This design comes from an exercise in tuning for small area, a short achievable clock period and few clock cycles per item on the open sky130 flow, not from production work.
Where RTL was checked, it was by simulation tests only, not by an equivalence proof against the original.
The RTL of run 8 was laid out without a check of its function.
No activity file was given, so power comes from the tool's default toggle rates.

<file path="flow/design.v">
`timescale 1ns / 1ps
module time_based_processor(
    input           clk,             
    input           rst_n,           
    input  [7:0]    data_in,         
    input  [2:0]    opcode,          
    input           data_valid,      
    output [15:0]   data_out,        
    output          data_ready,      
    output [3:0]    status_flags     
);
    localparam OP_NOP     = 3'b000;
    localparam OP_ADD     = 3'b001;
    localparam OP_SUB     = 3'b010;
    localparam OP_MUL     = 3'b011;
    localparam OP_SHIFT   = 3'b100;
    localparam OP_FILTER  = 3'b101;
    localparam OP_INVERT  = 3'b110;
    localparam OP_COMPARE = 3'b111;
    reg        wait_b;        
    reg        busy;          
    reg        ready;         
    reg [7:0]  x;             
    reg [2:0]  op;            
    reg [15:0] result;
    reg        flag_ovf;
    reg        flag_zero;
    wire idle = ~(wait_b | busy | ready);
    wire [7:0] b = data_in;
    function [10:0] padd;
        input [9:0] a, b;
        input       ci;
        reg   [9:0] g, p, gg, pp;
        integer i, l;
        begin
            p = a ^ b;
            g = (a & b) | {9'd0, p[0] & ci};
            gg = g;
            pp = p;
            for (l = 0; l < 4; l = l + 1)
                for (i = 9; i >= 0; i = i - 1)
                    if ((i >> l) & 1) begin
                        gg[i] = gg[i] | (pp[i] & gg[((i >> l) << l) - 1]);
                        pp[i] = pp[i] & pp[((i >> l) << l) - 1];
                    end
            padd = {gg[9], p ^ {gg[8:0], ci}};
        end
    endfunction
    wire [9:0]  t0     = {2'b00, result[15:8]};
    wire [9:0]  t1     = {2'b00, x & {8{result[0]}}};
    wire [9:0]  t2     = {1'b0, x & {8{result[1]}}, 1'b0};
    wire [9:0]  cs_s   = t0 ^ t1 ^ t2;
    wire [9:0]  cs_c   = (t0 & t1) | (t0 & t2) | (t1 & t2);
    wire [10:0] msum   = padd(cs_s, {cs_c[8:0], 1'b0}, 1'b0);
    wire [15:0] mstep  = {msum[9:0], result[7:2]};
    wire [10:0] sums = padd({2'b00, x}, {2'b00, b}, 1'b0);
    wire       c   = sums[8];
    wire       eq  = &(x ^ b);             
    wire [2:0] s   = b[2:0];
    wire [2:0] rl  = b[3] ? -s : s;        
    wire [7:0] r1  = rl[0] ? {x[6:0], x[7]} : x;
    wire [7:0] r2  = rl[1] ? {r1[5:0], r1[7:6]} : r1;
    wire [7:0] r3  = rl[2] ? {r2[3:0], r2[7:4]} : r2;
    wire [7:0] keep_l = 8'hFF << s;
    wire [7:0] keep_r = 8'hFF >> s;
    wire [7:0] shifted = r3 & (b[3] ? keep_r : keep_l);
    reg [15:0] alu;
    reg        alu_ovf, alu_zero;
    always @(*) begin
        alu = 16'h0000; alu_ovf = 1'b0; alu_zero = 1'b0;
        case (op)
            OP_ADD:     begin alu[7:0] = sums[7:0]; alu_ovf = c;  alu_zero = ~|(x | b); end
            OP_SUB:     begin alu[7:0] = sums[7:0]; alu_ovf = c;  alu_zero = eq; end
            OP_MUL:     begin alu[7:0] = b; alu_zero = ~|x | ~|b; end
            OP_SHIFT:   alu[7:0] = shifted;
            OP_FILTER:  alu[7:0] = x & b;
            OP_COMPARE: begin alu[1:0] = {c, ~c & ~eq}; alu_zero = eq; end
            default:    alu = 16'h0000;
        endcase
    end
    always @(posedge clk or negedge rst_n) begin
        if (!rst_n) begin
            wait_b <= 1'b0;
            busy   <= 1'b0;
            ready  <= 1'b0;
        end else begin
            if (idle && data_valid) begin
                if (opcode == OP_NOP || opcode == OP_INVERT) ready <= 1'b1;
                else wait_b <= 1'b1;
            end
            if (wait_b && data_valid) begin
                wait_b <= 1'b0;
                if (op == OP_MUL) busy <= 1'b1;
                else ready <= 1'b1;
            end
            if (busy && op[1:0] == 2'b00) begin
                busy  <= 1'b0;
                ready <= 1'b1;
            end
            if (ready && data_valid) ready <= 1'b0;
        end
    end
    always @(posedge clk) begin
        if (idle) begin
            x         <= data_in ^ {8{opcode == OP_SUB || opcode == OP_COMPARE}};
            op        <= opcode;
            result    <= {8'h00, data_in};
            flag_ovf  <= 1'b0;
            flag_zero <= 1'b0;
        end
        if (wait_b) begin
            flag_ovf  <= alu_ovf;
            flag_zero <= alu_zero;
            result    <= alu;
        end
        if (busy) begin
            op     <= op - 3'd1;
            result <= mstep;
        end
    end
    wire   out_inv      = (op == OP_SUB) || (op == OP_INVERT);
    assign data_out     = {result[15:8], result[7:0] ^ {8{out_inv}}};
    assign data_ready   = ready;
    assign status_flags = {flag_ovf, flag_zero, 1'b0, ready};
endmodule
</file>
<file path="flow/flow/run.sh">
#!/bin/bash
# Standard layout with these changes: plain buf_1 cells as the port buffers,
# and half and full adders left to abc as plain gates (flow/noha.mk).
bash standard.sh "DESIGN_CONFIG=$PWD/flow/noha.mk" "BUFFER_PORTS_ARGS=-buffer_cell sky130_fd_sc_hd__buf_1"  finish > standard.log 2>&1
</file>
<file path="flow/flow/noha.mk">
# The standard flow's settings, plus the half and full adders cells marked don't-use so that
# synthesis leaves half and full adders to abc as plain gates.
include $(FLOW_CONFIG)
export DONT_USE_CELLS += sky130_fd_sc_hd__ha_1 sky130_fd_sc_hd__ha_2 sky130_fd_sc_hd__ha_4 sky130_fd_sc_hd__fa_1 sky130_fd_sc_hd__fa_2 sky130_fd_sc_hd__fa_4
</file>
<file path="flow/standard.sh">
#!/bin/bash
# synth_recipe.tcl (not shown) runs the flow's synth.tcl, then flattens the netlist and writes it again
# the make line also repeats each setting of config.mk as NAME=value (left out here)
make -C /OpenROAD-flow-scripts/flow DESIGN_CONFIG=/design/flow/config.mk WORK_HOME=/design/flow/orfs CLKGATE_MAP_FILE= SYNTH_SCRIPT=/design/flow/synth_recipe.tcl "${@:-finish}"
</file>
<file path="flow/config.mk">
export PLATFORM = sky130hd
export DESIGN_NAME = time_based_processor
export DESIGN_NICKNAME = time_based_processor
export VERILOG_FILES = /design/flow/design.v
export SDC_FILE = /design/flow/constraint.sdc
export NUM_CORES = 4
export LEC_CHECK = 0
export ABC_AREA = 1
export CAP_MARGIN = 20
export CORE_MARGIN = 2
export CORE_UTILIZATION = 60
export SETUP_SLACK_MARGIN = 3
export SLEW_MARGIN = 20
</file>
<file path="flow/constraint.sdc">
create_clock -name core_clock -period 5.5 [get_ports {clk}]
set_input_delay 1.1000 -clock core_clock [delete_from_list [all_inputs] [get_ports {clk}]]
set_output_delay 1.1000 -clock core_clock [all_outputs]
set_load 0.01 [all_outputs]
</file>
==> results.toml, run 1 <==
[status]
status = "finished clean"

[sta]
fin_skew_ps = 10.5
timing.final.crit_period_ps = 2410
report.final.hold_viol_count = 0
rsz0062_at_grt = "yes"
final.hold.worst_slack_ps = 578
finalSetupTns_ps = 0
max_slew_headroom_at_the_worst_pin_pct = 52.9
fmax_ghz = 0.414
slew_violations = 0
finalCritPeriodShare_pct = 43.9
finalSetupViolCount = 0
worst_pin_slew_ps = 705

[logic_synthesis]
netlist_area_pre_place_sq_mm = 0.00342
most_frequently_used_flop_master_after_synthesis = "sky130_fd_sc_hd__edfxtp_1"
synth_nets = 550
postSynth.asyncResetShare_pct = 9.38
synth-seq-cells = 32
synthCells = 536
yosysUniqueCellTypes = 44
synth_enable_flop_cells = 29
avgSynthCellArea_sq_um = 6.38
ys.warnings.count = 1
yosysSeqAreaShare_pct = 27.7

[placement]
placement.io_buffers = 33
dp.cells = 617
placedInstanceArea_sq_mm = 0.00346
detailed_place_hpwl_um = 7060
routability_cong = 0.985

[route]
wirelength_met1_um = 3690
met3RoutedLength_um = 794
drt-initial-drc-count = 346
wl_per_cell_um = 14.3
antenna_violating_nets_post_route = 0
vias = 3512
drtPass1Iterations = 5
route.final.wire_length_um = 9000
highest_layer = "met4"
wl_met2_um = 4240
detail_route.drc_violations = 0
routed_vias_inst = 5.58

[worst_setup_path]
worstPathArrival_ps = 1310
setup.worst_path.start_class = "register"
timing.critical_path.required_ps = 4400
worstSetupEndpointType = "output pin"
r2r_setup_slack_ps = 3280
critPathMaxFanout = 9
path_class = "register to output pin"

[clock_tree]
cts_tree = "yes"
clk_latency_ps = 280
clkTransAtPathRegs_ps = 70
clkSinkCount = 32
ctsRootBufferMaster = "sky130_fd_sc_hd__clkbuf_8"
numCtsBuffers = 5
cts_max_level = 2
cts-root-to-sink-buffers = 2

[pwr]
leakagePower_nw = 1.78
power.switching_fraction_pct = 54.7
pwr-share-seq_pct = 28.2
net-switching-power_w = 0.00121
power.internal_w = 0.00100
power.ir.vdd_worst_v = 0.000373
comb_power_share_pct = 63.1
share_clk_of_total_power_pct = 8.7
cellPowerDensity_mw_per_mm2 = 604

[global_route]
grt_start_max_net_pins = 20
globalRouteTotalUtil_pct = 28.5
grt_pass1_vias = 3041
grt_antenna_before_repair = 0
grt_first_pass_wirelength_um = 14000
grt_overflow = 0

[run]
cap_violations = 0

[floorplan]
std_cell_rows = 27
fp.dieArea_sq_mm = 0.00632
floorplan.initialDensity_pct = 62.1
die_h_um = 79.5
die_width_um = 79.5
floorplan.core_area_sq_mm = 0.00551
design.portCount = 35

[final_layout]
postLayoutCoreUtil_pct = 66.3
diodes = 0
design.final.nets = 570
stdcell_count = 629
post_route_cells_drive_above_1_share_pct = 11.8
multi_input_comb_area_sq_mm = 0.00203
p_r_area_growth_vs_syn_pct = 6.81
register_area_sq_um = 946
design_area_sq_mm = 0.00365
n_fill_cell = 513

[worst_hold_path]
worst_hold_path_type = "register to register"
## synth_stat cells, types with 3 or more instances
cell                       number  share of area (%)
sky130_fd_sc_hd__a31oi_1        3               0.55
sky130_fd_sc_hd__clkbuf_1       3               0.33
sky130_fd_sc_hd__a22oi_1        9                2.0
sky130_fd_sc_hd__o21ai_0       25                3.7
sky130_fd_sc_hd__buf_4         13                2.9
sky130_fd_sc_hd__edfxtp_1      29                 25
sky130_fd_sc_hd__xnor2_1        8                2.0
sky130_fd_sc_hd__nor2_2         3               0.55
sky130_fd_sc_hd__buf_2          4               0.59
sky130_fd_sc_hd__nand3_1       41                6.0
sky130_fd_sc_hd__inv_1         73                8.0
sky130_fd_sc_hd__nand3_4        3                1.5
sky130_fd_sc_hd__a21oi_2        3               0.77
sky130_fd_sc_hd__nand3_2        5                1.5
sky130_fd_sc_hd__nand2_1      166                 18
sky130_fd_sc_hd__a21oi_1       24                3.5
sky130_fd_sc_hd__o21ai_1        4               0.59
sky130_fd_sc_hd__inv_2         10                1.1
sky130_fd_sc_hd__xor2_1        10                2.6
sky130_fd_sc_hd__nand2_2       10                1.8
sky130_fd_sc_hd__nor2_1        46                5.0
sky130_fd_sc_hd__o211ai_1       8                1.8
sky130_fd_sc_hd__o22ai_1        3               0.55
sky130_fd_sc_hd__nor3_1         4               0.59
sky130_fd_sc_hd__dfrtp_1        3                2.2
## per-stage QoR
step                total power [W]  setup slack [ps]
floorplan                   0.00168              3040
global placement            0.00193              2280
detailed placement          0.00195              2310
CTS                         0.00216              3000
global route                0.00241              2970
finish                      0.00221              3090
## worst max-delay path, cell delays in order, from the launching register on
cell and delay, ps:
sky130_fd_sc_hd__edfxtp_1 400, sky130_fd_sc_hd__inv_1 120, sky130_fd_sc_hd__nand2_4 120, sky130_fd_sc_hd__xnor2_1 210, sky130_fd_sc_hd__buf_1 170
## worst paths after layout
check / start / cells after the start / to
hold reg to reg: ready / 1 / ready
min in group asynchronous: rst_n / 1 / ready
max in group asynchronous: rst_n / 1 / wait_b
hold / removal: ready / 1 / ready
setup reg to reg: busy / 5 / op[1]
setup / recovery: op[0] / 4 / data_out[4]
## cell type report
cell class	count	share of cell area, %
inverters	84	8.77
well taps	72	2.47
multi-input cells	396	55.5
flip-flops and latches	32	25.9
clock inverters	1	0.206
repair buffers	37	4.80
clock buffers	7	2.36
## cells by family after synthesis
group	count (synthesis)	synth area share [%]
AND/OR/NAND/NOR	288	37.3
buffers and inverters	108	14.4
AO/OA/AOI/OAI	88	15.4
flip-flops	32	27.7
XOR/XNOR	19	5.09
other	1	0.110
## cell usage in the layout (no fill, tap or decap), types with 2 or more instances in the layout
cell,count
sky130_fd_sc_hd__o22ai_1,3
sky130_fd_sc_hd__o211ai_1,8
sky130_fd_sc_hd__clkbuf_8,6
sky130_fd_sc_hd__edfxtp_1,29
sky130_fd_sc_hd__nor3_1,4
sky130_fd_sc_hd__dfrtp_1,3
sky130_fd_sc_hd__nor2_2,6
sky130_fd_sc_hd__nor4_1,2
sky130_fd_sc_hd__o21ai_1,4
sky130_fd_sc_hd__inv_4,2
sky130_fd_sc_hd__xor2_1,10
sky130_fd_sc_hd__inv_1,72
sky130_fd_sc_hd__a21oi_2,3
sky130_fd_sc_hd__inv_2,9
sky130_fd_sc_hd__clkbuf_4,2
sky130_fd_sc_hd__a21oi_1,24
sky130_fd_sc_hd__nand4_1,2
sky130_fd_sc_hd__a31oi_1,3
sky130_fd_sc_hd__nor2_1,42
sky130_fd_sc_hd__a22oi_1,9
sky130_fd_sc_hd__buf_1,27
sky130_fd_sc_hd__nand2_4,2
sky130_fd_sc_hd__nand3_1,41
sky130_fd_sc_hd__o21bai_1,2
sky130_fd_sc_hd__o21ai_0,25
sky130_fd_sc_hd__nand3_2,5
sky130_fd_sc_hd__nand2_1,161
sky130_fd_sc_hd__nor2_4,2
sky130_fd_sc_hd__buf_4,5
sky130_fd_sc_hd__nand3b_1,2
sky130_fd_sc_hd__nand2_2,13
sky130_fd_sc_hd__nand3_4,3
sky130_fd_sc_hd__o31ai_1,2
sky130_fd_sc_hd__clkbuf_2,2
sky130_fd_sc_hd__xnor2_1,8
## flip-flops by register name, summed over array words and instances (netlist names)
name       count
result        16
x              8
op             3
busy           1
flag_ovf       1
flag_zero      1
ready          1
wait_b         1
## repair_timing
item / CTS / global route
endpoints found under the hold margin: 0 / 0
buffers inserted: 2 / 2
pin swaps: 0 / 2
setup endpoints to repair: 17 / 22
gates resized for setup: 6 / 22
hold buffers: 0 / 0
## metal layers
| layer | global-route usage (%) | vias to the layer above |
|---|---|---|
| met2 | 48.2 | 161 |
| met4 | 13.1 | 0 |
| li1 | - | 1758 |
| met3 | 4.86 | 26 |
| met5 | 0 | - |
| met1 | 35.4 | 1567 |
## power by group through the flow
stage / combinational (W) / clock [W] / sequential (W)
floorplan: 0.00114 / 0 / 0.000539
global placement: 0.00129 / 0 / 0.000646
detailed placement: 0.00130 / 0 / 0.000650
CTS: 0.00136 / 0.000189 / 0.000614
global route: 0.00158 / 0.000198 / 0.000636
finish: 0.00139 / 0.000192 / 0.000623
Testbench counts, summed over its fixed seeds: cycles 15,476, ops 4,800.
==> run 2: changes to the inputs <==
--- a/flow/config.mk
+++ b/flow/config.mk
@@ -10,4 +10,5 @@
 export CORE_MARGIN = 2
 export CORE_UTILIZATION = 60
+export PLACE_DENSITY = 0.75
 export SETUP_SLACK_MARGIN = 3
 export SLEW_MARGIN = 20
==> run 2 against run 1 <==
Register-to-register slack lost 50 ps. Via count grew 1.3%. First-iteration DRC count shrank 14%. Highest routed layer unchanged. Wire length grew 3.6%. Worst setup slack lost 16 ps. Sequential share of layout area is essentially flat. Global-route usage grew 1.4 points.
==> results.toml, run 2 <==
[logic_synthesis]
synth-seq-cells = 32
synth.most_common_cell = "sky130_fd_sc_hd__nand2_1"
most_frequently_used_flop_master_after_synthesis = "sky130_fd_sc_hd__edfxtp_1"
synth_enable_flop_cells = 29
ys.warnings.count = 1
yosysSeqAreaShare_pct = 27.7
synthCells = 536
yosysUniqueCellTypes = 44
avgSynthCellArea_sq_um = 6.38
synthTopCellsByCount = "166 x sky130_fd_sc_hd__nand2_1, 73 x sky130_fd_sc_hd__inv_1, 46 x sky130_fd_sc_hd__nor2_1, 41 x sky130_fd_sc_hd__nand3_1, 29 x sky130_fd_sc_hd__edfxtp_1"
synth_nets = 550
netlist.area_leader.share_pct = 25.5
netlist_area_pre_place_sq_mm = 0.00342
synth_top_cells_by_area = "sky130_fd_sc_hd__edfxtp_1 25%, sky130_fd_sc_hd__nand2_1 18%, sky130_fd_sc_hd__inv_1 8.0%, sky130_fd_sc_hd__nand3_1 6.0%, sky130_fd_sc_hd__nor2_1 5.0%"
synth_top_area_cell = "sky130_fd_sc_hd__edfxtp_1"
postSynth.asyncResetShare_pct = 9.38

[worst_setup_path]
timing.rr.start = "busy"
worst-r2r-cell-count = 5
critPathMaxFanout = 8
worstSetupEndpointType = "register"
r2r_setup_slack_ps = 3230
path_class = "primary input to register"
worstPathArrival_ps = 2470
timing.critical_path.required_ps = 5540
setup.worst_path.start_class = "primary input"
worst_r2r_endpoint = "op[0]"

[final_layout]
layout_commonest_cell = "sky130_fd_sc_hd__nand2_1"
most-common-layout-cells = "162 x sky130_fd_sc_hd__nand2_1, 71 x sky130_fd_sc_hd__inv_1, 43 x sky130_fd_sc_hd__nor2_1"
post_route_cells_drive_above_1_share_pct = 12.1
reg_top3 = "result: 16 flops, x: 8 flops, op: 3 flops"
design.final.nets = 569
max_flop_register = "result"
largest_register_ff_count = 16
p_r_area_growth_vs_syn_pct = 6.88
diodes = 0

[clock_tree]
cts_tree = "yes"
clkTransAtPathRegs_ps = 70
cts_max_level = 2
clk_latency_ps = 290
clkSinkCount = 32
ctsRootBufferMaster = "sky130_fd_sc_hd__clkbuf_8"
cts-root-to-sink-buffers = 2
numCtsBuffers = 5
post_cts_hold_buffer_count = 0

[pwr]
leakagePower_nw = 1.80
pwr-share-seq_pct = 27.7
power.switching_fraction_pct = 54.2
share_clk_of_total_power_pct = 10.0
net-switching-power_w = 0.00123
power.ir.vdd_worst_v = 0.000441
cellPowerDensity_mw_per_mm2 = 619
comb_power_share_pct = 62.3
power.internal_w = 0.00104

[sta]
post-route-worst-setup-slack_ps = 3070
finalSetupViolCount = 0
report.final.hold_viol_count = 0
finalCritPeriodShare_pct = 44.2
rsz0062_at_grt = "yes"
timing.final.crit_period_ps = 2430
worst_pin_slew_ps = 877
slew_violations = 0
finalSetupTns_ps = 0
max_slew_headroom_at_the_worst_pin_pct = 41.2
fin_skew_ps = 6.98
fmax_ghz = 0.412

[route]
detail_route.drc_violations = 0
wl_per_cell_um = 14.9
antenna_violating_nets_post_route = 0
drt-initial-drc-count = 296
routed_vias_inst = 5.67
route.final.wire_length_um = 9330
vias = 3559
drtPass1Iterations = 7

[global_route]
grt_antenna_before_repair = 0
grt_start_max_net_pins = 20
grt_pass1_vias = 3156
globalRouteTotalUtil_pct = 29.9
grt_first_pass_wirelength_um = 14700
grt_overflow = 0

[placement]
routability_cong = 1.00
detailed_place_hpwl_um = 7190
post-place-ws_ps = 2320
placement.io_buffers = 33

[worst_hold_path]
whs_path_depth = 2
worst_hold_path_type = "register to register"
hold_end = "wait_b"
holdCritStartpoint = "wait_b"

[status]
status = "finished clean"

[floorplan]
std_cell_rows = 27
floorplan.initialDensity_pct = 62.1
design.portCount = 35
die_width_um = 79.5
die_h_um = 79.5
floorplan.core_area_sq_mm = 0.00551
fp.dieArea_sq_mm = 0.00632

[run]
cap_violations = 0
-- run 2: kinds of logic (layout without fill, tap and decap cells) --
logic type                after synthesis  count (layout)  share of synthesized area (%)
xor gates and xnor gates               19              19                           5.09
AOI/OAI and AO/OA                      88              88                           15.4
DFF                                    32              32                           27.7
buffers and inverters                 108             128                           14.4
and+or+nand+nor                       288             288                           37.3
other                                   1               1                          0.110
-- run 2: timing repair --
action / CTS / global route
gates resized for setup: 6 / 21
pin swaps: 0 / 5
buffers inserted: 2 / 1
setup endpoints to repair: 18 / 23
-- run 2: power by group through the flow --
stage | registers [W] | logic, W | clock network, W
2_1_floorplan | 0.000539 | 0.00114 | 0
3_3_place_gp | 0.000644 | 0.00129 | 0
3_5_place_dp | 0.000651 | 0.00131 | 0
4_1_cts | 0.000618 | 0.00136 | 0.000227
5_1_grt | 0.000644 | 0.00158 | 0.000235
6_report | 0.000626 | 0.00141 | 0.000227
-- run 2: critical path: stages --
cell and delay [ps]:
sky130_fd_sc_hd__clkbuf_4 190, sky130_fd_sc_hd__nand2_2 100, sky130_fd_sc_hd__inv_1 120, sky130_fd_sc_hd__nor2_2 50
sky130_fd_sc_hd__nand2_1 100, sky130_fd_sc_hd__nand2_2 80, sky130_fd_sc_hd__nand2_1 70, sky130_fd_sc_hd__nand2_2 100
sky130_fd_sc_hd__a21oi_1 260, sky130_fd_sc_hd__o211ai_1 130, sky130_fd_sc_hd__nand2_1 110, sky130_fd_sc_hd__nand2_1 70
-- run 2: final cells by class --
cell class | count | area, sq um
clock buffer | 6 | 72.6
clock inverter | 2 | 35.0
fill | 502 | 1850
inverter | 84 | 318
multi-input combinational | 396 | 2030
sequential | 32 | 946
tap | 72 | 90.1
timing repair buffer | 36 | 166
-- run 2: metal layers --
layer	wire (um)	up-vias	track usage, %
met1	3830	1600	38.2
li1	-	1763	-
met3	897	34	5.66
met5	0	-	0
met2	4270	162	49.7
met4	337	0	12.1
-- run 2: worst max path at each step --
stage | from | to | depth (start not counted)
finish | data_in[1] | result[1] | 12
floorplan | data_in[1] | result[7] | 15
detailed placement | data_in[0] | result[3] | 12
global route | data_in[1] | result[6] | 15
global placement | data_in[0] | result[7] | 12
CTS | op[0] | data_out[4] | 4
-- run 2: through the flow --
step                      instances  utilization [%]  hold slack (ps)  power, W  cell area, sq um
after floorplan                 536                -              513   0.00168              3420
after global placement          617             62.8              542   0.00194              3460
after detailed placement        617             62.8              552   0.00196              3460
after CTS                       627             65.2              575   0.00221              3590
after global routing            628             66.4              613   0.00246              3650
final                           628             66.4              585   0.00226              3650
==> run 3: changes to the inputs <==
--- a/flow/config.mk
+++ b/flow/config.mk
@@ -10,5 +10,4 @@
 export CORE_MARGIN = 2
 export CORE_UTILIZATION = 60
-export PLACE_DENSITY = 0.75
-export SETUP_SLACK_MARGIN = 3
+export SETUP_SLACK_MARGIN = 2.75
 export SLEW_MARGIN = 20
==> run 3 against run 2 <==
Still clean on timing, DRC and antenna. Die area did not move. Cell area fell by 1.9%. Sequential power barely moved. Wire length fell by 4.3%. Power fell by 3.1%. First-iteration DRC count fell by 10%. Register-to-register slack got worse by 260 ps. Worst hold slack got worse by 17 ps. Sequential share of layout area rose by 0.50 points. Synthesized cell count did not move. Critical endpoint is now data_out[4]. Largest power group unchanged. Highest routed layer unchanged.
==> results.toml, run 3 <==
[pwr]
report.power.total_w = 0.00219
power.ir.vdd_worst_v = 0.000376
cellPowerDensity_mw_per_mm2 = 612
power.switching_fraction_pct = 54.6
leakagePower_nw = 1.76
net-switching-power_w = 0.00120
power.internal_w = 0.000995
comb_power_share_pct = 62.6
pwr-share-seq_pct = 28.7
share_clk_of_total_power_pct = 8.7

[placement]
routability_cong = 0.985
detailed_place_hpwl_um = 7060
placement.io_buffers = 33
dp.cells = 617

[floorplan]
die_h_um = 79.5
floorplan.initialDensity_pct = 62.1
floorplan.core_area_sq_mm = 0.00551
die_width_um = 79.5
fp.dieArea_sq_mm = 0.00632
design.portCount = 35
std_cell_rows = 27

[worst_setup_path]
setup.worst_path.start_class = "register"
worstSetupEndpointType = "output pin"
timing.critical_path.required_ps = 4400
path_class = "register to output pin"
r2r_setup_slack_ps = 2970
critPathMaxFanout = 9
worstPathArrival_ps = 1490

[logic_synthesis]
synth-seq-cells = 32
synth_nets = 550
netlist_area_pre_place_sq_mm = 0.00342
most_frequently_used_flop_master_after_synthesis = "sky130_fd_sc_hd__edfxtp_1"
ys.warnings.count = 1
netlist.area_leader.share_pct = 25.5
synth_top_cells_by_area = "sky130_fd_sc_hd__edfxtp_1 25%, sky130_fd_sc_hd__nand2_1 18%, sky130_fd_sc_hd__inv_1 8.0%, sky130_fd_sc_hd__nand3_1 6.0%, sky130_fd_sc_hd__nor2_1 5.0%"
synth_enable_flop_cells = 29
avgSynthCellArea_sq_um = 6.38
synthCells = 536
yosysUniqueCellTypes = 44
postSynth.asyncResetShare_pct = 9.38
synthTopCellsByCount = "166 x sky130_fd_sc_hd__nand2_1, 73 x sky130_fd_sc_hd__inv_1, 46 x sky130_fd_sc_hd__nor2_1, 41 x sky130_fd_sc_hd__nand3_1, 29 x sky130_fd_sc_hd__edfxtp_1"
synth_top_area_cell = "sky130_fd_sc_hd__edfxtp_1"
yosysSeqAreaShare_pct = 27.7
synth.most_common_cell = "sky130_fd_sc_hd__nand2_1"

[sta]
worst_pin_slew_ps = 791
finalCritPeriodShare_pct = 47.1
rsz0062_at_grt = "yes"
max_slew_headroom_at_the_worst_pin_pct = 47.1
slew_violations = 0
report.final.hold_viol_count = 0
timing.final.crit_period_ps = 2590
fin_skew_ps = 8.46
finalSetupTns_ps = 0
finalSetupViolCount = 0
fmax_ghz = 0.386

[clock_tree]
clkTransAtPathRegs_ps = 70
post_cts_hold_buffer_count = 0
clk_latency_ps = 280
clkSinkCount = 32
cts-root-to-sink-buffers = 2
ctsRootBufferMaster = "sky130_fd_sc_hd__clkbuf_8"
cts_tree = "yes"
cts_max_level = 2
numCtsBuffers = 5

[final_layout]
register_area_sq_um = 946
p_r_area_growth_vs_syn_pct = 4.87
max_flop_register = "result"
largest_register_ff_count = 16
post_route_cells_drive_above_1_share_pct = 9.55
layout_commonest_cell = "sky130_fd_sc_hd__nand2_1"
reg_top3 = "result: 16 flops, x: 8 flops, op: 3 flops"
stdcell_count = 627
multi_input_comb_area_sq_mm = 0.00198
most-common-layout-cells = "165 x sky130_fd_sc_hd__nand2_1, 73 x sky130_fd_sc_hd__inv_1, 46 x sky130_fd_sc_hd__nor2_1"
design.final.nets = 568
diodes = 0
n_fill_cell = 522

[route]
routed_vias_inst = 5.60
detail_route.drc_violations = 0
drtPass1Iterations = 6
vias = 3513
drt-initial-drc-count = 266
route.final.wire_length_um = 8930
antenna_violating_nets_post_route = 0
wl_per_cell_um = 14.2

[global_route]
grt_pass1_vias = 3031
grt_overflow = 0
grt_first_pass_wirelength_um = 13900
gr_util_met2_pct = 48.0
grt.busiest_layer = "met2"
grt.met1_usage_pct = 35.4
grt_start_max_net_pins = 20
grt_antenna_before_repair = 0
grt_use_met3_pct = 4.98
globalRouteTotalUtil_pct = 28.5

[status]
status = "finished clean"

[run]
cap_violations = 0

[worst_hold_path]
worst_hold_path_type = "register to register"
==> run 3: path summary, 6_finish.rpt <==
kind | startpoint | to | cells after the start
max | op[0] | data_out[4] | 4
min | ready | ready | 1
max reg2reg | busy | op[1] | 5
min reg2reg | ready | ready | 1
max in group asynchronous | rst_n | busy | 1
min in group asynchronous | rst_n | ready | 1
==> run 3: cells by family (layout without fill, tap and decap cells) <==
family	Yosys count	after routing	share of synthesized area, %
and+or+nand+nor	288	288	37.3
buffers and inverters	108	127	14.4
AOI/OAI and AO/OA	88	88	15.4
DFF	32	32	27.7
xor gates and xnor gates	19	19	5.09
other	1	1	0.110
==> run 3: metrics by stage <==
| step | instance area, sq um | hold WS (ps) | worst slack (ps) | utilization, % |
|---|---|---|---|---|
| after floorplan | 3420 | 513 | 3040 | - |
| after CTS | 3550 | 564 | 2750 | 64.5 |
| final | 3590 | 568 | 2910 | 65.1 |
| after detailed placement | 3460 | 553 | 2310 | 62.8 |
| after global placement | 3460 | 541 | 2280 | 62.8 |
| after global routing | 3590 | 593 | 2730 | 65.1 |
==> run 3: final cells by class <==
class	instances	share of cell area, %
multi-input cells	396	55.3
inverters	84	8.79
well taps	72	2.51
flip-flops and latches	32	26.4
clock inverters	1	0.209
repair buffers	35	4.36
clock buffers	7	2.41
==> run 3: timing repair <==
item / 4_1_cts / 5_1_grt
pin swaps: 0 / 0
buffers inserted: 0 / 2
endpoints found under the setup margin: 7 / 16
gates resized for setup: 1 / 4
==> run 3: critical path: stages (launching register included) <==
cell and delay [ps]:
sky130_fd_sc_hd__edfxtp_1 480, sky130_fd_sc_hd__inv_1 130, sky130_fd_sc_hd__nand2_2 190, sky130_fd_sc_hd__xnor2_1 240
sky130_fd_sc_hd__buf_1 170
==> run 3: power by group through the flow <==
stage / combinational, W / sequential (W) / clock [W]
5_1_grt: 0.00155 / 0.000642 / 0.000200
3_5_place_dp: 0.00130 / 0.000650 / 0
3_3_place_gp: 0.00129 / 0.000646 / 0
2_1_floorplan: 0.00114 / 0.000539 / 0
4_1_cts: 0.00131 / 0.000646 / 0.000189
6_report: 0.00137 / 0.000629 / 0.000191
==> run 3: per-layer routing <==
metal  part of all wire, %  wire length [um]
met1                    41              3670
met2                    47              4160
met3                   9.1               813
met4                   3.3               295
met5                     0                 0
==> run 4: changes to the inputs <==
--- a/flow/config.mk
+++ b/flow/config.mk
@@ -9,5 +9,5 @@
 export CAP_MARGIN = 20
 export CORE_MARGIN = 2
-export CORE_UTILIZATION = 60
+export CORE_UTILIZATION = 40
 export SETUP_SLACK_MARGIN = 2.75
 export SLEW_MARGIN = 20
==> run 4 against run 3 <==
Register-to-register slack improved by 160 ps. Largest power group unchanged. Critical path type is now primary input to register. Global-route usage fell by 6.7 points. Still clean on timing, DRC and antenna. Utilization fell by 21 points. Non-clock buffer count rose by 5. Synthesized cell count did not move. Wire length rose by 11%. Final cell count rose by 6.1%. Critical path depth rose by 8. Largest cell class unchanged. Worst hold slack improved by 18 ps. Sequential cell count did not move.
==> results.toml, run 4 <==
[status]
status = "finished clean"

[route]
drt-initial-drc-count = 322
drtPass1Iterations = 6
detail_route.drc_violations = 0
antenna_violating_nets_post_route = 0
routed_vias_inst = 5.30
vias = 3525
wl_per_cell_um = 14.9
route.final.wire_length_um = 9900

[global_route]
grt_overflow = 0
grt_start_max_net_pins = 20
globalRouteTotalUtil_pct = 21.8
grt_antenna_before_repair = 0
grt_first_pass_wirelength_um = 15400
grt_pass1_vias = 3106

[run]
cap_violations = 0

[logic_synthesis]
synthCells = 536
synth-seq-cells = 32
postSynth.asyncResetShare_pct = 9.38
synth_top_area_cell = "sky130_fd_sc_hd__edfxtp_1"
avgSynthCellArea_sq_um = 6.38
yosysSeqAreaShare_pct = 27.7
synth.most_common_cell = "sky130_fd_sc_hd__nand2_1"
synth_top_cells_by_area = "sky130_fd_sc_hd__edfxtp_1 25%, sky130_fd_sc_hd__nand2_1 18%, sky130_fd_sc_hd__inv_1 8.0%, sky130_fd_sc_hd__nand3_1 6.0%, sky130_fd_sc_hd__nor2_1 5.0%"
most_frequently_used_flop_master_after_synthesis = "sky130_fd_sc_hd__edfxtp_1"
netlist_area_pre_place_sq_mm = 0.00342
netlist.area_leader.share_pct = 25.5
synth_nets = 550
synth_enable_flop_cells = 29
yosysUniqueCellTypes = 44
synthTopCellsByCount = "166 x sky130_fd_sc_hd__nand2_1, 73 x sky130_fd_sc_hd__inv_1, 46 x sky130_fd_sc_hd__nor2_1, 41 x sky130_fd_sc_hd__nand3_1, 29 x sky130_fd_sc_hd__edfxtp_1"
ys.warnings.count = 1

[clock_tree]
post_cts_hold_buffer_count = 0
ctsRootBufferMaster = "sky130_fd_sc_hd__clkbuf_8"
clkTransAtPathRegs_ps = 70
cts-root-to-sink-buffers = 2
numCtsBuffers = 5
cts_tree = "yes"
cts_max_level = 2
clk_latency_ps = 290
clkSinkCount = 32

[final_layout]
largest_register_ff_count = 16
most-common-layout-cells = "165 x sky130_fd_sc_hd__nand2_1, 72 x sky130_fd_sc_hd__inv_1, 45 x sky130_fd_sc_hd__nor2_1"
post_route_cells_drive_above_1_share_pct = 10.7
layout_commonest_cell = "sky130_fd_sc_hd__nand2_1"
diodes = 0
design_area_sq_mm = 0.00366
design.final.nets = 573
reg_top3 = "result: 16 flops, x: 8 flops, op: 3 flops"
p_r_area_growth_vs_syn_pct = 7.06
postLayoutCoreUtil_pct = 44.3
max_flop_register = "result"

[sta]
timing.final.crit_period_ps = 2580
fmax_ghz = 0.387
worst_pin_slew_ps = 1060
max_slew_headroom_at_the_worst_pin_pct = 29.2
report.final.hold_viol_count = 0
fin_skew_ps = 6.62
finalCritPeriodShare_pct = 47.0
finalSetupViolCount = 0
rsz0062_at_grt = "no"
finalSetupTns_ps = 0
slew_violations = 0

[pwr]
power.ir.vdd_worst_v = 0.000292
leakagePower_nw = 1.79
cellPowerDensity_mw_per_mm2 = 611

[floorplan]
floorplan.initialDensity_pct = 41.4
die_width_um = 96.5
die_h_um = 96.5
floorplan.core_area_sq_mm = 0.00826
design.portCount = 35
fp.dieArea_sq_mm = 0.00930
std_cell_rows = 33

[worst_setup_path]
setup.worst_path.start_class = "primary input"
critPathMaxFanout = 19
path_class = "primary input to register"
timing.critical_path.required_ps = 5550
worstPathArrival_ps = 2640
worstSetupEndpointType = "register"

[worst_hold_path]
worst_hold_path_type = "register to register"

[placement]
detailed_place_hpwl_um = 7580
placedInstanceArea_sq_mm = 0.00350
placement.io_buffers = 33
routability_cong = 0.980
## run 4: cell counts after synthesis
No cell type changed its count.
## run 4: logic make-up after synthesis
| logic type | synth area share [%] |
|---|---|
| other cells | 0.110 |
| compound gates | 15.4 |
| simple gates | 37.3 |
| flops | 27.7 |
| xor+xnor | 5.09 |
| buf+inv | 14.4 |
## run 4: area by class of cell
class	count	area, sq um
Timing Repair Buffer	40	184
Multi-Input combinational cell	396	2000
Fill cell	871	4600
Tap cell	105	131
Clock inverter	3	13.8
Clock buffer	5	68.8
Sequential cell	32	946
Inverter	84	315
## run 4: report_power, final
group,switching (W),leakage (nW),internal (W),total (W)
Clock,0.0000961,0.0453,0.0000859,0.000182
Sequential,0.000195,0.335,0.000446,0.000642
Combinational,0.000950,1.41,0.000462,0.00141
## run 4: per-stage QoR
stage / cells / total power [W] / hold WS [ps] / worst slack, ps
final: 665 / 0.00224 / 585 / 2920
after global routing: 665 / 0.00244 / 609 / 2760
after CTS: 658 / 0.00218 / 580 / 2740
after detailed placement: 650 / 0.00199 / 557 / 2200
after global placement: 650 / 0.00198 / 541 / 2180
after floorplan: 536 / 0.00168 / 513 / 3040
## run 4: critical path: stages
cell and delay [ps]:
sky130_fd_sc_hd__clkbuf_4 240, sky130_fd_sc_hd__nor2_4 70, sky130_fd_sc_hd__inv_1 110, sky130_fd_sc_hd__nand3_1 130
sky130_fd_sc_hd__nand2_4 140, sky130_fd_sc_hd__inv_2 80, sky130_fd_sc_hd__nand2_1 50, sky130_fd_sc_hd__o21ai_0 110
sky130_fd_sc_hd__o211ai_1 330, sky130_fd_sc_hd__nand3_1 120, sky130_fd_sc_hd__nand2_1 80, sky130_fd_sc_hd__nand2_1 60
## run 4: routing by layer
metal	vias up	global-route usage, %	wire length [um]
li1	1769	-	-
met1	1613	29.9	4560
met2	127	36.2	4620
met3	16	3.65	628
met4	0	4.58	93
met5	-	0	0
## run 4: repair_timing
item | 4_1_cts | 5_1_grt
buffers inserted | 0 | 7
gates resized for setup | 2 | 9
setup endpoints to repair | 14 | 20
pin swaps | 0 | 1
## run 4: final timing paths
kind,startpoint,cells past startpoint,slack [ps],endpoint
worst min-delay path,wait_b,2,590,wait_b
worst min register to register,wait_b,2,590,wait_b
worst max register to register,busy,5,3130,op[0]
min in group asynchronous,rst_n,1,600,wait_b
max in group asynchronous,rst_n,1,4750,busy
worst max-delay path,data_in[0],12,2920,result[7]
==> run 5: changes to the inputs <==
--- a/flow/config.mk
+++ b/flow/config.mk
@@ -10,4 +10,6 @@
 export CORE_MARGIN = 2
 export CORE_UTILIZATION = 40
+export CTS_CLUSTER_DIAMETER = 100
+export CTS_CLUSTER_SIZE = 50
 export SETUP_SLACK_MARGIN = 2.75
 export SLEW_MARGIN = 20
==> run 5 against run 4 <==
Final cell count unchanged. Area after synthesis unchanged. Register-to-register slack about the same. Clock power about the same. Critical endpoint unchanged. Largest cell class unchanged.
==> results.toml, run 5 <==
[status]
status = "finished clean"

[final_layout]
reg_top3 = "result: 16 flops, x: 8 flops, op: 3 flops"
diodes = 0
post_route_cells_drive_above_1_share_pct = 10.7
layout_commonest_cell = "sky130_fd_sc_hd__nand2_1"
stdcell_count = 665
p_r_area_growth_vs_syn_pct = 7.06
most-common-layout-cells = "165 x sky130_fd_sc_hd__nand2_1, 72 x sky130_fd_sc_hd__inv_1, 45 x sky130_fd_sc_hd__nor2_1"
largest_register_ff_count = 16
n_fill_cell = 871
design_area_sq_mm = 0.00366
max_flop_register = "result"
design.final.nets = 573

[clock_tree]
clkTransAtPathRegs_ps = 70
cts_max_level = 2
ctsRootBufferMaster = "sky130_fd_sc_hd__clkbuf_8"
clkSinkCount = 32
numCtsBuffers = 5
cts-root-to-sink-buffers = 2
clk_latency_ps = 290
cts_tree = "yes"

[global_route]
grt_antenna_before_repair = 0
grt_start_max_net_pins = 20
globalRouteTotalUtil_pct = 21.8
grt_first_pass_wirelength_um = 15400
grt_pass1_vias = 3106
grt_overflow = 0

[sta]
post-route-worst-setup-slack_ps = 2920
finalSetupViolCount = 0
fmax_ghz = 0.387
rsz0062_at_grt = "no"
slew_violations = 0
worst_pin_slew_ps = 1060
timing.final.crit_period_ps = 2580
max_slew_headroom_at_the_worst_pin_pct = 29.2
finalCritPeriodShare_pct = 47.0
finalSetupTns_ps = 0
report.final.hold_viol_count = 0
fin_skew_ps = 6.62

[route]
routed_vias_inst = 5.30
route.final.wire_length_um = 9900
detail_route.drc_violations = 0
drtPass1Iterations = 6
drt-initial-drc-count = 322
wl_per_cell_um = 14.9
antenna_violating_nets_post_route = 0
vias = 3525

[placement]
routability_cong = 0.980
placement.io_buffers = 33
detailed_place_hpwl_um = 7580
dp.cells = 650
placedInstanceArea_sq_mm = 0.00350
post-place-ws_ps = 2200

[logic_synthesis]
synthCells = 536
synth-seq-cells = 32
netlist.area_leader.share_pct = 25.5
postSynth.asyncResetShare_pct = 9.38
synth.most_common_cell = "sky130_fd_sc_hd__nand2_1"
netlist_area_pre_place_sq_mm = 0.00342
most_frequently_used_flop_master_after_synthesis = "sky130_fd_sc_hd__edfxtp_1"
synth_top_cells_by_area = "sky130_fd_sc_hd__edfxtp_1 25%, sky130_fd_sc_hd__nand2_1 18%, sky130_fd_sc_hd__inv_1 8.0%, sky130_fd_sc_hd__nand3_1 6.0%, sky130_fd_sc_hd__nor2_1 5.0%"
yosysSeqAreaShare_pct = 27.7
yosysUniqueCellTypes = 44
synth_top_area_cell = "sky130_fd_sc_hd__edfxtp_1"
synthTopCellsByCount = "166 x sky130_fd_sc_hd__nand2_1, 73 x sky130_fd_sc_hd__inv_1, 46 x sky130_fd_sc_hd__nor2_1, 41 x sky130_fd_sc_hd__nand3_1, 29 x sky130_fd_sc_hd__edfxtp_1"
synth_nets = 550
ys.warnings.count = 1
synth_enable_flop_cells = 29
avgSynthCellArea_sq_um = 6.38

[run]
cap_violations = 0

[worst_setup_path]
worstSetupEndpointType = "register"
worst_path_most_repeated_cell = "sky130_fd_sc_hd__nand2_1"
critPathMaxFanout = 19
path_class = "primary input to register"
critical-path-slowest-cell = "sky130_fd_sc_hd__o211ai_1"
setup.worst_path.start_class = "primary input"
timing.critical_path.required_ps = 5550
maximum_cell_stage_delay_along_the_critical_path_ps = 330
worstPathArrival_ps = 2640
crit_path_cell_trace = "clkbuf_4 -> nor2_4 -> inv_1 -> nand3_1 -> nand2_4 -> inv_2 -> nand2_1 -> o21ai_0 -> o211ai_1 -> nand3_1 -> nand2_1 -> nand2_1"

[floorplan]
floorplan.initialDensity_pct = 41.4
die_width_um = 96.5
design.portCount = 35
std_cell_rows = 33
floorplan.core_area_sq_mm = 0.00826
fp.dieArea_sq_mm = 0.00930
die_h_um = 96.5

[pwr]
power.ir.vdd_worst_v = 0.000292
leakagePower_nw = 1.79
cellPowerDensity_mw_per_mm2 = 611

[worst_hold_path]
worst_hold_path_type = "register to register"
[run 5: cell counts in the layout (fill, tap and decap cells not counted)]
No cell type changed its count.
[run 5: per-layer routing]
metal | part of all wire, % | global-route usage [%]
met2 | 47 | 36.2
met3 | 6.3 | 3.65
met1 | 46 | 29.9
met4 | 0.94 | 4.58
met5 | 0 | 0
[run 5: where the power goes]
part | internal (W) | total, W | switching [W]
Sequential | 0.000446 | 0.000642 | 0.000195
Combinational | 0.000462 | 0.00141 | 0.000950
Clock | 0.0000859 | 0.000182 | 0.0000961
[run 5: worst paths after layout]
kind | cells past startpoint | start | to | slack (ps)
worst min-delay path | 2 | wait_b | wait_b | 590
worst max register to register | 5 | busy | op[0] | 3130
worst max-delay path | 12 | data_in[0] | result[7] | 2920
max in group asynchronous | 1 | rst_n | busy | 4750
min in group asynchronous | 1 | rst_n | wait_b | 600
worst min register to register | 2 | wait_b | wait_b | 590
[run 5: cell type report]
type	instances	area (sq um)	area share (%)
clock buffer	5	68.8	1.88
clock inverter	3	13.8	0.376
inverter	84	315	8.61
multi-input combinational	396	2000	54.7
sequential	32	946	25.8
tap	105	131	3.59
timing repair buffer	40	184	5.02
[run 5: worst max-delay path, delay by kind of cell]
family / cells / cell delay [ps]
buf+inv: 3 / 430
compound gates: 2 / 440
simple gates: 7 / 650
[run 5: kinds of logic after synthesis]
kind of cell,after synthesis,synth area share (%)
flops,32,27.7
compound gates,88,15.4
buf+inv,108,14.4
xor+xnor,19,5.09
other cells,1,0.110
simple gates,288,37.3
[run 5: through the flow]
| stage | hold slack (ps) | utilization [%] | power (W) |
|---|---|---|---|
| 6_report | 585 | 44.3 | 0.00224 |
| 5_1_grt | 609 | 44.3 | 0.00244 |
| 4_1_cts | 580 | 43.4 | 0.00218 |
| 3_5_place_dp | 557 | 42.4 | 0.00199 |
| 3_3_place_gp | 541 | 42.4 | 0.00198 |
| 2_1_floorplan | 513 | - | 0.00168 |
[run 5: what timing repair did]
action / in CTS / in global routing
hold buffers: 0 / 0
gates resized for setup: 2 / 9
setup endpoints to repair: 14 / 20
setup buffers: 0 / 7
pin swaps: 0 / 1
==> run 6: changes to the inputs <==
--- a/flow/config.mk
+++ b/flow/config.mk
@@ -9,7 +9,5 @@
 export CAP_MARGIN = 20
 export CORE_MARGIN = 2
-export CORE_UTILIZATION = 40
-export CTS_CLUSTER_DIAMETER = 100
-export CTS_CLUSTER_SIZE = 50
-export SETUP_SLACK_MARGIN = 2.75
+export CORE_UTILIZATION = 60
+export SETUP_SLACK_MARGIN = 2.5
 export SLEW_MARGIN = 20
==> run 6 against run 5 <==
Still clean. First-iteration DRC count up 0.31%. Utilization grew 20 points. Non-clock buffer count is 7 lower. Via count fell by 0.85%. Register-to-register slack got worse by 100 ps. Critical path depth is 8 lower. Worst setup slack got worse by 170 ps. Power fell by 3.1%. Sequential cell count unchanged. Sequential power up 1%. Critical path type is now register to output pin. Critical endpoint is now data_out[4]. Largest cell class unchanged. Largest power group unchanged.
==> results.toml, run 6 <==
[floorplan]
floorplan.core_area_sq_mm = 0.00551
design.portCount = 35
floorplan.initialDensity_pct = 62.1
std_cell_rows = 27
fp.dieArea_sq_mm = 0.00632
die_width_um = 79.5
die_h_um = 79.5

[global_route]
grt_start_max_net_pins = 20
grt_overflow = 0
grt_antenna_before_repair = 0
grt_first_pass_wirelength_um = 13900
grt_pass1_vias = 3031
globalRouteTotalUtil_pct = 28.5

[worst_hold_path]
worst_hold_path_type = "register to register"
holdCritStartpoint = "ready"

[worst_setup_path]
critPathMaxFanout = 9
critical-path-slowest-cell = "sky130_fd_sc_hd__edfxtp_1"
r2r_setup_slack_ps = 3030
critical-path-top-delay-family = "flip-flops"
crit_path_cell_trace = "inv_1 -> nand2_1 -> xnor2_1 -> buf_1"
path_class = "register to output pin"
setup.worst_path.start = "op[0]"
maximum_cell_stage_delay_along_the_critical_path_ps = 490
worstSetupEndpointType = "output pin"
number_of_buffers_and_inverters_on_the_critical_path = 2
worstPathArrival_ps = 1660
setup.worst_path.start_class = "register"
timing.rr.start = "busy"
timing.critical_path.required_ps = 4400

[logic_synthesis]
synth-seq-cells = 32
avgSynthCellArea_sq_um = 6.38
synth-simple-area-share_pct = 37.3
post_synthesis_share_of_cell_area_spent_on_full_adders_half_adders_and_majority_gates_pct = 0
synth.most_common_cell = "sky130_fd_sc_hd__nand2_1"
synthMuxAreaShare_pct = 0
synthTopCellsByCount = "166 x sky130_fd_sc_hd__nand2_1, 73 x sky130_fd_sc_hd__inv_1, 46 x sky130_fd_sc_hd__nor2_1, 41 x sky130_fd_sc_hd__nand3_1, 29 x sky130_fd_sc_hd__edfxtp_1"
synth_top_area_cell = "sky130_fd_sc_hd__edfxtp_1"
synthCells = 536
synth_nets = 550
post_synth_xor_area_fraction_pct = 5.09
synth_top_family_by_area = "simple AND/OR/NAND/NOR gates"
most_frequently_used_flop_master_after_synthesis = "sky130_fd_sc_hd__edfxtp_1"
postSynth.asyncResetShare_pct = 9.38
synth-compound-area-share_pct = 15.4
synth_enable_flop_cells = 29
yosysSeqAreaShare_pct = 27.7
ys.warnings.count = 1
yosysUniqueCellTypes = 44
synth_top_cells_by_area = "sky130_fd_sc_hd__edfxtp_1 25%, sky130_fd_sc_hd__nand2_1 18%, sky130_fd_sc_hd__inv_1 8.0%, sky130_fd_sc_hd__nand3_1 6.0%, sky130_fd_sc_hd__nor2_1 5.0%"
netlist.area_leader.share_pct = 25.5
netlist_area_pre_place_sq_mm = 0.00342

[clock_tree]
cts_tree = "yes"
clk_latency_ps = 280
post_cts_hold_buffer_count = 0
ctsRootBufferMaster = "sky130_fd_sc_hd__clkbuf_8"
cts-root-to-sink-buffers = 2
clkTransAtPathRegs_ps = 70
numCtsBuffers = 5
clkSinkCount = 32
cts_max_level = 2

[route]
vias = 3495
routed_vias_inst = 5.59
antenna_violating_nets_post_route = 0
drtPass1Iterations = 5
wl_per_cell_um = 14.2
detail_route.drc_violations = 0
drt-initial-drc-count = 323
route.final.wire_length_um = 8880

[placement]
placement.io_buffers = 33
routability_cong = 0.985
detailed_place_hpwl_um = 7060

[sta]
slew_violations = 0
rsz0062_at_grt = "no"
timing.final.crit_period_ps = 2760
fmax_ghz = 0.363
finalSetupTns_ps = 0
worst_pin_slew_ps = 911
finalSetupViolCount = 0
fin_skew_ps = 8.35
finalCritPeriodShare_pct = 50.1
max_slew_headroom_at_the_worst_pin_pct = 39.3
report.final.hold_viol_count = 0

[pwr]
comb_power_share_pct = 61.2
net-switching-power_w = 0.00119
pwr-share-seq_pct = 30.1
power.internal_w = 0.000976
report.power.total_w = 0.00217
power.ir.vdd_worst_v = 0.000374
leakagePower_nw = 1.74
share_clk_of_total_power_pct = 8.8
power.switching_fraction_pct = 54.9
cellPowerDensity_mw_per_mm2 = 609

[final_layout]
largest_register_ff_count = 16
p_r_area_growth_vs_syn_pct = 3.92
design.final.nets = 566
layout_commonest_cell = "sky130_fd_sc_hd__nand2_1"
diodes = 0
most-common-layout-cells = "166 x sky130_fd_sc_hd__nand2_1, 73 x sky130_fd_sc_hd__inv_1, 46 x sky130_fd_sc_hd__nor2_1"
post_route_cells_drive_above_1_share_pct = 8.68
reg_top3 = "result: 16 flops, x: 8 flops, op: 3 flops"
max_flop_register = "result"

[status]
status = "finished clean"

[run]
cap_violations = 0
[run 6: cell counts after synthesis]
No cell type changed its count.
[run 6: layer usage]
| layer | part of all wire (%) | up-vias | track usage (%) |
|---|---|---|---|
| met4 | 3.1 | 0 | 13.1 |
| met5 | 0 | - | 0 |
| met2 | 47 | 168 | 48.0 |
| met1 | 40 | 1547 | 35.4 |
| met3 | 9.7 | 31 | 4.98 |
| li1 | - | 1749 | - |
[run 6: area by class of cell]
class,count,area [sq um]
multi-input cells,396,1980
fillers,529,1950
flip-flops and latches,32,946
inverters,84,315
repair buffers,33,126
well taps,72,90.1
clock buffers,7,86.3
clock inverters,1,7.51
[run 6: worst paths after layout]
| kind | endpoint | cells after the start |
|---|---|---|
| hold reg to reg | ready | 1 |
| max in group asynchronous | wait_b | 1 |
| hold / removal | ready | 1 |
| setup reg to reg | op[0] | 5 |
| setup / recovery | data_out[4] | 4 |
| min in group asynchronous | ready | 1 |
[run 6: cell families after synthesis]
kind of cell,after synthesis
simple gates,288
buf+inv,108
compound gates,88
flops,32
xor+xnor,19
other cells,1
[run 6: through the flow]
step / utilization (%) / instance area (sq um) / hold WS [ps] / cells / setup slack [ps]
6_report: 64.5 / 3550 / 573 / 625 / 2740
5_1_grt: 64.5 / 3550 / 595 / 625 / 2610
4_1_cts: 64.5 / 3550 / 564 / 625 / 2610
3_5_place_dp: 62.8 / 3460 / 553 / 617 / 2310
3_3_place_gp: 62.8 / 3460 / 541 / 617 / 2280
2_1_floorplan: - / 3420 / 513 / 536 / 3040
[run 6: power by group through the flow]
stage | Sequential (W) | Combinational (W) | Clock (W)
2_1_floorplan | 0.000539 | 0.00114 | 0
3_3_place_gp | 0.000646 | 0.00129 | 0
3_5_place_dp | 0.000650 | 0.00130 | 0
4_1_cts | 0.000646 | 0.00131 | 0.000189
5_1_grt | 0.000666 | 0.00151 | 0.000198
6_report | 0.000651 | 0.00132 | 0.000190
[run 6: what timing repair did]
item	4_1_cts	5_1_grt
endpoints found under the setup margin	0	5
buffers inserted	0	0
gates resized for setup	0	2
==> run 7: changes to the inputs <==
--- a/flow/config.mk
+++ b/flow/config.mk
@@ -10,4 +10,4 @@
 export CORE_MARGIN = 2
 export CORE_UTILIZATION = 60
-export SETUP_SLACK_MARGIN = 2.5
+export SETUP_SLACK_MARGIN = 3.25
 export SLEW_MARGIN = 20
==> run 7 against run 6 <==
Clock skew shrank 0.70 ps. Wire length up 15%. Maximum frequency increased by 14%. Final cell count is 3.5% higher. Still clean. Power grew 16%. Utilization rose by 11 points. Critical path depth stayed put. Via count increased by 9.0%. Non-clock buffer count rose by 21. Sequential power decreased by 0.8%. Critical path type unchanged. Count of clock-buffer cells in the layout is the same. Combinational power is 22% higher.
==> results.toml, run 7 <==
[sta]
fin_skew_ps = 7.64
max_slew_headroom_at_the_worst_pin_pct = 39.9
timing.final.crit_period_ps = 2430
finalSetupViolCount = 0
worst_pin_slew_ps = 897
finalSetupTns_ps = 0
report.final.hold_viol_count = 0
fmax_ghz = 0.412
rsz0062_at_grt = "yes"
slew_violations = 0
finalCritPeriodShare_pct = 44.1

[worst_setup_path]
crit_path_cell_trace = "inv_2 -> nand2_4 -> xnor2_2 -> buf_2"
critical-path-slowest-cell = "sky130_fd_sc_hd__edfxtp_1"
maximum_cell_stage_delay_along_the_critical_path_ps = 420
worstPathArrival_ps = 1330
timing.critical_path.required_ps = 4400
critical-path-top-delay-family = "flip-flops"
critPathMaxFanout = 5
setup.worst_path.start_class = "register"
number_of_buffers_and_inverters_on_the_critical_path = 2
worstSetupEndpointType = "output pin"
path_class = "register to output pin"

[logic_synthesis]
synth_top_area_cell = "sky130_fd_sc_hd__edfxtp_1"
synthCells = 536
postSynth.asyncResetShare_pct = 9.38
netlist_area_pre_place_sq_mm = 0.00342
avgSynthCellArea_sq_um = 6.38
yosysSeqAreaShare_pct = 27.7
synthTopCellsByCount = "166 x sky130_fd_sc_hd__nand2_1, 73 x sky130_fd_sc_hd__inv_1, 46 x sky130_fd_sc_hd__nor2_1, 41 x sky130_fd_sc_hd__nand3_1, 29 x sky130_fd_sc_hd__edfxtp_1"
most_frequently_used_flop_master_after_synthesis = "sky130_fd_sc_hd__edfxtp_1"
yosysUniqueCellTypes = 44
synth-seq-cells = 32
synth_enable_flop_cells = 29
ys.warnings.count = 1
synth.most_common_cell = "sky130_fd_sc_hd__nand2_1"
netlist.area_leader.share_pct = 25.5
synth_nets = 550
synth_top_cells_by_area = "sky130_fd_sc_hd__edfxtp_1 25%, sky130_fd_sc_hd__nand2_1 18%, sky130_fd_sc_hd__inv_1 8.0%, sky130_fd_sc_hd__nand3_1 6.0%, sky130_fd_sc_hd__nor2_1 5.0%"

[route]
wl_per_cell_um = 15.8
antenna_violating_nets_post_route = 0
detail_route.drc_violations = 0
routed_vias_inst = 5.89
drtPass1Iterations = 6
route.final.wire_length_um = 10200
vias = 3809
drt-initial-drc-count = 316

[floorplan]
die_h_um = 79.5
fp.dieArea_sq_mm = 0.00632
design.portCount = 35
die_width_um = 79.5
std_cell_rows = 27
floorplan.core_area_sq_mm = 0.00551
floorplan.initialDensity_pct = 62.1

[final_layout]
register_area_sq_um = 946
diodes = 0
stdcell_count = 647
post_route_cells_drive_above_1_share_pct = 25.4
n_fill_cell = 437
reg_top3 = "result: 16 flops, x: 8 flops, op: 3 flops"
largest_register_ff_count = 16
design.final.nets = 588
p_r_area_growth_vs_syn_pct = 21.1
layout_commonest_cell = "sky130_fd_sc_hd__nand2_1"
multi_input_comb_area_sq_mm = 0.00229
most-common-layout-cells = "143 x sky130_fd_sc_hd__nand2_1, 67 x sky130_fd_sc_hd__inv_1, 37 x sky130_fd_sc_hd__nand3_1"
max_flop_register = "result"

[placement]
detailed_place_hpwl_um = 7200
placement.io_buffers = 33
dp.cells = 617
routability_cong = 1.05

[clock_tree]
ctsRootBufferMaster = "sky130_fd_sc_hd__clkbuf_8"
clkTransAtPathRegs_ps = 70
cts-root-to-sink-buffers = 2
numCtsBuffers = 5
clkSinkCount = 32
cts_tree = "yes"
clk_latency_ps = 290
cts_max_level = 2
post_cts_hold_buffer_count = 0

[global_route]
grt_antenna_before_repair = 0
grt_start_max_net_pins = 18
grt_pass1_vias = 3257
grt_use_met3_pct = 4.64
grt_first_pass_wirelength_um = 15600
gr_util_met2_pct = 54.0
grt.busiest_layer = "met2"
grt_overflow = 0
globalRouteTotalUtil_pct = 31.8
grt.met1_usage_pct = 41.6

[run]
cap_violations = 0

[status]
status = "finished clean"

[pwr]
power.ir.vdd_worst_v = 0.000326
leakagePower_nw = 2.01
cellPowerDensity_mw_per_mm2 = 607

[worst_hold_path]
worst_hold_path_type = "register to register"
run 7: changes by cell type in the layout (fill, tap and decap cells not counted), sizes merged:
cell / before / now
bufinv: 0 / 1
buf: 31 / 52
nand2: 176 / 177
clkinvlp: 1 / 0
run 7: where the power goes:
part | switching [W] | leakage [nW] | internal (W) | total [W]
Sequential | 0.000200 | 0.335 | 0.000446 | 0.000646
Clock | 0.0000928 | 0.0645 | 0.000160 | 0.000253
Combinational | 0.00105 | 1.61 | 0.000569 | 0.00161
run 7: layout make-up:
type | instances | share of cell area [%]
repair buffers | 54 | 8.64
clock buffers | 7 | 2.33
multi-input cells | 397 | 55.3
inverters | 84 | 8.04
well taps | 72 | 2.18
clock inverters | 1 | 0.725
flip-flops and latches | 32 | 22.8
run 7: worst reg2reg max path: stages (launching register included):
cell and delay, ps:
sky130_fd_sc_hd__edfxtp_1 510, sky130_fd_sc_hd__buf_4 200, sky130_fd_sc_hd__or2_1 280, sky130_fd_sc_hd__nor2_1 400
sky130_fd_sc_hd__inv_1 200, sky130_fd_sc_hd__o21ai_0 230, sky130_fd_sc_hd__nand2_1 90, sky130_fd_sc_hd__nand3_1 70
sky130_fd_sc_hd__nand2_1 60, sky130_fd_sc_hd__nand2_1 110
run 7: logic make-up (layout without fill, tap and decap cells):
logic type / after synthesis / in the layout / share of synthesized area, %
DFF: 32 / 32 / 27.7
and+or+nand+nor: 288 / 289 / 37.3
buffers and inverters: 108 / 146 / 14.4
other: 1 / 1 / 0.110
xor gates and xnor gates: 19 / 19 / 5.09
AOI/OAI and AO/OA: 88 / 88 / 15.4
run 7: repair_timing:
action,CTS,global route
buffers inserted,13,8
endpoints found under the hold margin,0,0
endpoints found under the setup margin,30,19
pin swaps,11,23
resized for setup,52,54
gates cloned,1,0
run 7: worst paths after layout:
check / from / end / slack (ps) / cells after the start
setup / recovery: op[0] / data_out[2] / 3070 / 4
hold / removal: wait_b / wait_b / 570 / 2
setup reg to reg: op[1] / result[6] / 3210 / 9
hold reg to reg: wait_b / wait_b / 570 / 2
max in group asynchronous: rst_n / busy / 4750 / 1
min in group asynchronous: rst_n / ready / 600 / 1
run 7: metrics by stage:
stage,total power (W),setup slack (ps),hold WS [ps],area (sq um),utilization (%)
after floorplan,0.00169,3150,513,3490,-
after global placement,0.00195,2280,541,3510,63.7
after detailed placement,0.00198,2270,550,3510,63.7
after CTS,0.00238,3120,568,3900,70.8
after global routing,0.00270,3040,605,4140,75.2
final,0.00251,3070,572,4140,75.2
run 7: metal layers:
layer / vias to the layer above / part of all wire, % / routed length [um]
li1: 1805 / - / -
met1: 1722 / 38 / 3860
met2: 241 / 49 / 4970
met3: 41 / 10 / 1070
met4: 0 / 3.0 / 302
met5: - / 0 / 0
==> run 8: changes to the inputs <==
--- a/flow/design.v
+++ b/flow/design.v
@@ -25,4 +25,5 @@
     reg [15:0] result;
     reg        flag_ovf;
+    reg        out_inv;       
     reg        flag_zero;
     wire idle = ~(wait_b | busy | ready);
@@ -105,4 +106,5 @@
             x         <= data_in ^ {8{opcode == OP_SUB || opcode == OP_COMPARE}};
             op        <= opcode;
+            out_inv   <= (opcode == OP_SUB) || (opcode == OP_INVERT);
             result    <= {8'h00, data_in};
             flag_ovf  <= 1'b0;
@@ -119,5 +121,4 @@
         end
     end
-    wire   out_inv      = (op == OP_SUB) || (op == OP_INVERT);
     assign data_out     = {result[15:8], result[7:0] ^ {8{out_inv}}};
     assign data_ready   = ready;
--- a/flow/config.mk
+++ b/flow/config.mk
@@ -9,5 +9,5 @@
 export CAP_MARGIN = 20
 export CORE_MARGIN = 2
-export CORE_UTILIZATION = 60
+export CORE_UTILIZATION = 40
 export SETUP_SLACK_MARGIN = 3.25
 export SLEW_MARGIN = 20
==> run 8 against run 7 <==
Non-clock buffer count fell by 10. Die area rose by 50%. Critical path depth fell by 1. Worst hold slack better by 21 ps. Largest cell class unchanged. Combinational power decreased by 12%. Global-route usage shrank 11 points. Sequential cell count is 1 higher. Critical endpoint is now data_out[6]. Sequential power shrank 3.9%. Register-to-register slack better by 320 ps. Largest power group unchanged. Cell area increased by 1.4%. Area after synthesis is 1.9% higher.
==> results.toml, run 8 <==
[status]
status = "finished clean"

[final_layout]
reg_top3 = "result: 16 flops, x: 8 flops, op: 3 flops"
design_area_sq_mm = 0.00420
layout_commonest_cell = "sky130_fd_sc_hd__nand2_1"
stdcell_count = 687
diodes = 0
max_flop_register = "result"
design.final.nets = 592
n_fill_cell = 879
p_r_area_growth_vs_syn_pct = 20.5
most-common-layout-cells = "148 x sky130_fd_sc_hd__nand2_1, 76 x sky130_fd_sc_hd__inv_1, 43 x sky130_fd_sc_hd__nor2_1"

[route]
antenna_violating_nets_post_route = 0
route.final.wire_length_um = 9770
routed_vias_inst = 5.22
detail_route.drc_violations = 0
drt-initial-drc-count = 185
vias = 3587

[worst_setup_path]
maximum_cell_stage_delay_along_the_critical_path_ps = 420
worst-r2r-cell-count = 16
timing.critical_path.required_ps = 4400
critPathMaxFanout = 8
number_of_buffers_and_inverters_on_the_critical_path = 2
r2r_setup_slack_ps = 3530
crit_path_cell_trace = "buf_12 -> xor2_4 -> buf_2"
worstPathArrival_ps = 1180
timing.rr.start = "result[0]"
path_class = "register to output pin"
worst_r2r_endpoint = "result[14]"

[logic_synthesis]
netlist.area_leader.share_pct = 25.9
synth-seq-cells = 33
avgSynthCellArea_sq_um = 6.33
synth_nets = 564
yosysSeqAreaShare_pct = 28.0
synthCells = 550
synth-compound-area-share_pct = 14.9
synth_top_area_cell = "sky130_fd_sc_hd__edfxtp_1"
synth_top_cells_by_area = "sky130_fd_sc_hd__edfxtp_1 26%, sky130_fd_sc_hd__nand2_1 18%, sky130_fd_sc_hd__inv_1 8.4%, sky130_fd_sc_hd__nor2_1 6.0%, sky130_fd_sc_hd__o21ai_0 5.0%"
post_synth_xor_area_fraction_pct = 4.27
synth.most_common_cell = "sky130_fd_sc_hd__nand2_1"
synth_enable_flop_cells = 30
yosysUniqueCellTypes = 36
ys.warnings.count = 1

[pwr]
share_clk_of_total_power_pct = 10.7
power.switching_fraction_pct = 52.9
pwr-share-seq_pct = 27.3
cellPowerDensity_mw_per_mm2 = 541
comb_power_share_pct = 61.9
report.power.total_w = 0.00227
leakagePower_nw = 2.02
power.internal_w = 0.00107

[sta]
worst_pin_slew_ps = 735
report.final.hold_viol_count = 0
finalSetupViolCount = 0
rsz0062_at_grt = "yes"
timing.final.crit_period_ps = 2280
finalSetupTns_ps = 0
fin_skew_ps = 8.14
slew_violations = 0

[floorplan]
std_cell_rows = 34
floorplan.initialDensity_pct = 40.5
design.portCount = 35
fp.dieArea_sq_mm = 0.00947

[clock_tree]
cts_max_level = 2
clkTransAtPathRegs_ps = 80
numCtsBuffers = 5

[global_route]
grt_first_pass_wirelength_um = 15800
grt_overflow = 0
grt_start_max_net_pins = 24

[placement]
routability_cong = 0.949
dp.cells = 667

[worst_hold_path]
worst_hold_path_type = "primary input to async pin"
[run 8: changes by cell type after synthesis, sizes merged, moves of 5 or more]
cell,delta
nor2,+9
o21ai,+7
xor2,+6
nand3,-5
nand2,+11
xnor2,-8
[run 8: power groups by stage]
stage / Clock [W] / Combinational [W] / Sequential, W
finish: 0.000244 / 0.00141 / 0.000621
global route: 0.000256 / 0.00158 / 0.000642
CTS: 0.000246 / 0.00131 / 0.000610
detailed placement: 0 / 0.00118 / 0.000655
global placement: 0 / 0.00117 / 0.000651
floorplan: 0 / 0.00104 / 0.000534
[run 8: metal layers]
metal / up-vias / track usage [%] / wire [um]
met4: 0 / 7.48 / 286
met2: 110 / 34.3 / 4730
met3: 19 / 2.66 / 439
met5: - / 0 / 0
li1: 1823 / - / -
met1: 1635 / 27.6 / 4320
[run 8: what timing repair did]
item | 4_1_cts | 5_1_grt
setup endpoints to repair | 57 | 37
buffers inserted | 3 | 8
resized for setup | 42 | 73
hold buffers | 0 | 0
gates cloned | 1 | 0
pin swaps | 3 | 18
[run 8: cell type report]
class	count	area (sq um)	share of cell area [%]
Sequential cell	33	977	23.3
Multi-Input combinational cell	410	2340	55.6
Clock buffer	6	82.6	1.97
Timing Repair Buffer	44	298	7.09
Clock inverter	2	37.5	0.894
Tap cell	108	135	3.22
Inverter	84	333	7.93
[run 8: worst max path at each step]
stage          startpoint           to  slack (ps)  cells past startpoint
2_1_floorplan  data_in[1]    result[5]        3160                     15
3_3_place_gp   data_in[0]    result[7]        2300                     12
3_5_place_dp   data_in[0]    result[2]        2320                     12
4_1_cts           out_inv  data_out[6]        3210                      3
5_1_grt        data_in[1]    result[6]        3170                     15
6_report          out_inv  data_out[6]        3220                      3
[run 8: logic make-up after synthesis]
group / count (synthesis)
AOI/OAI and AO/OA: 90
other: 1
and+or+nand+nor: 301
buffers and inverters: 108
xor gates and xnor gates: 17
DFF: 33
[run 8: metrics by stage]
stage / hold WS (ps) / worst slack (ps)
after global placement: 588 / 2300
final: 593 / 3220
after floorplan: 556 / 3160
after global routing: 593 / 3170
after CTS: 595 / 3210
after detailed placement: 601 / 2320

==> re-timing with driven ports <==
The flow's constraints put no driver on any port. The routed layouts listed below were extracted and timed again, unchanged, in two steps.
Step 1, drivers: a clkbuf_16 drives clk and a buf_2 each remaining input, both assumed.
Step 2 times the ports against the registers' clock, not the clock port: input delays grow and output delays shrink by t, the midpoint of the rising clock arrivals with the driver on.
a / b / c = ideal ports / drivers / drivers and shift; a / b = the first two.
run	shift t [ns]	setup WS [ns]	latest minus earliest clock arrival (ns)	pins driven straight from the clock port
run 1	0.310	3.087 / 3.056 / 2.801	0.011 / 0.010	1
run 2	0.315	3.071 / 3.047 / 2.762	0.007 / 0.007	1
run 3	0.308	2.907 / 2.878 / 2.619	0.009 / 0.008	1
run 4	0.317	2.916 / 2.917 / 2.603	0.006 / 0.006	1
run 5	0.317	2.916 / 2.917 / 2.603	0.006 / 0.006	1
run 6	0.310	2.744 / 2.715 / 2.492	0.008 / 0.008	1
run 7	0.318	3.074 / 3.044 / 2.840	0.008 / 0.008	1
run 8	0.323	3.216 / 3.184 / 2.933	0.009 / 0.009	1
After both steps every run listed still meets setup and hold.
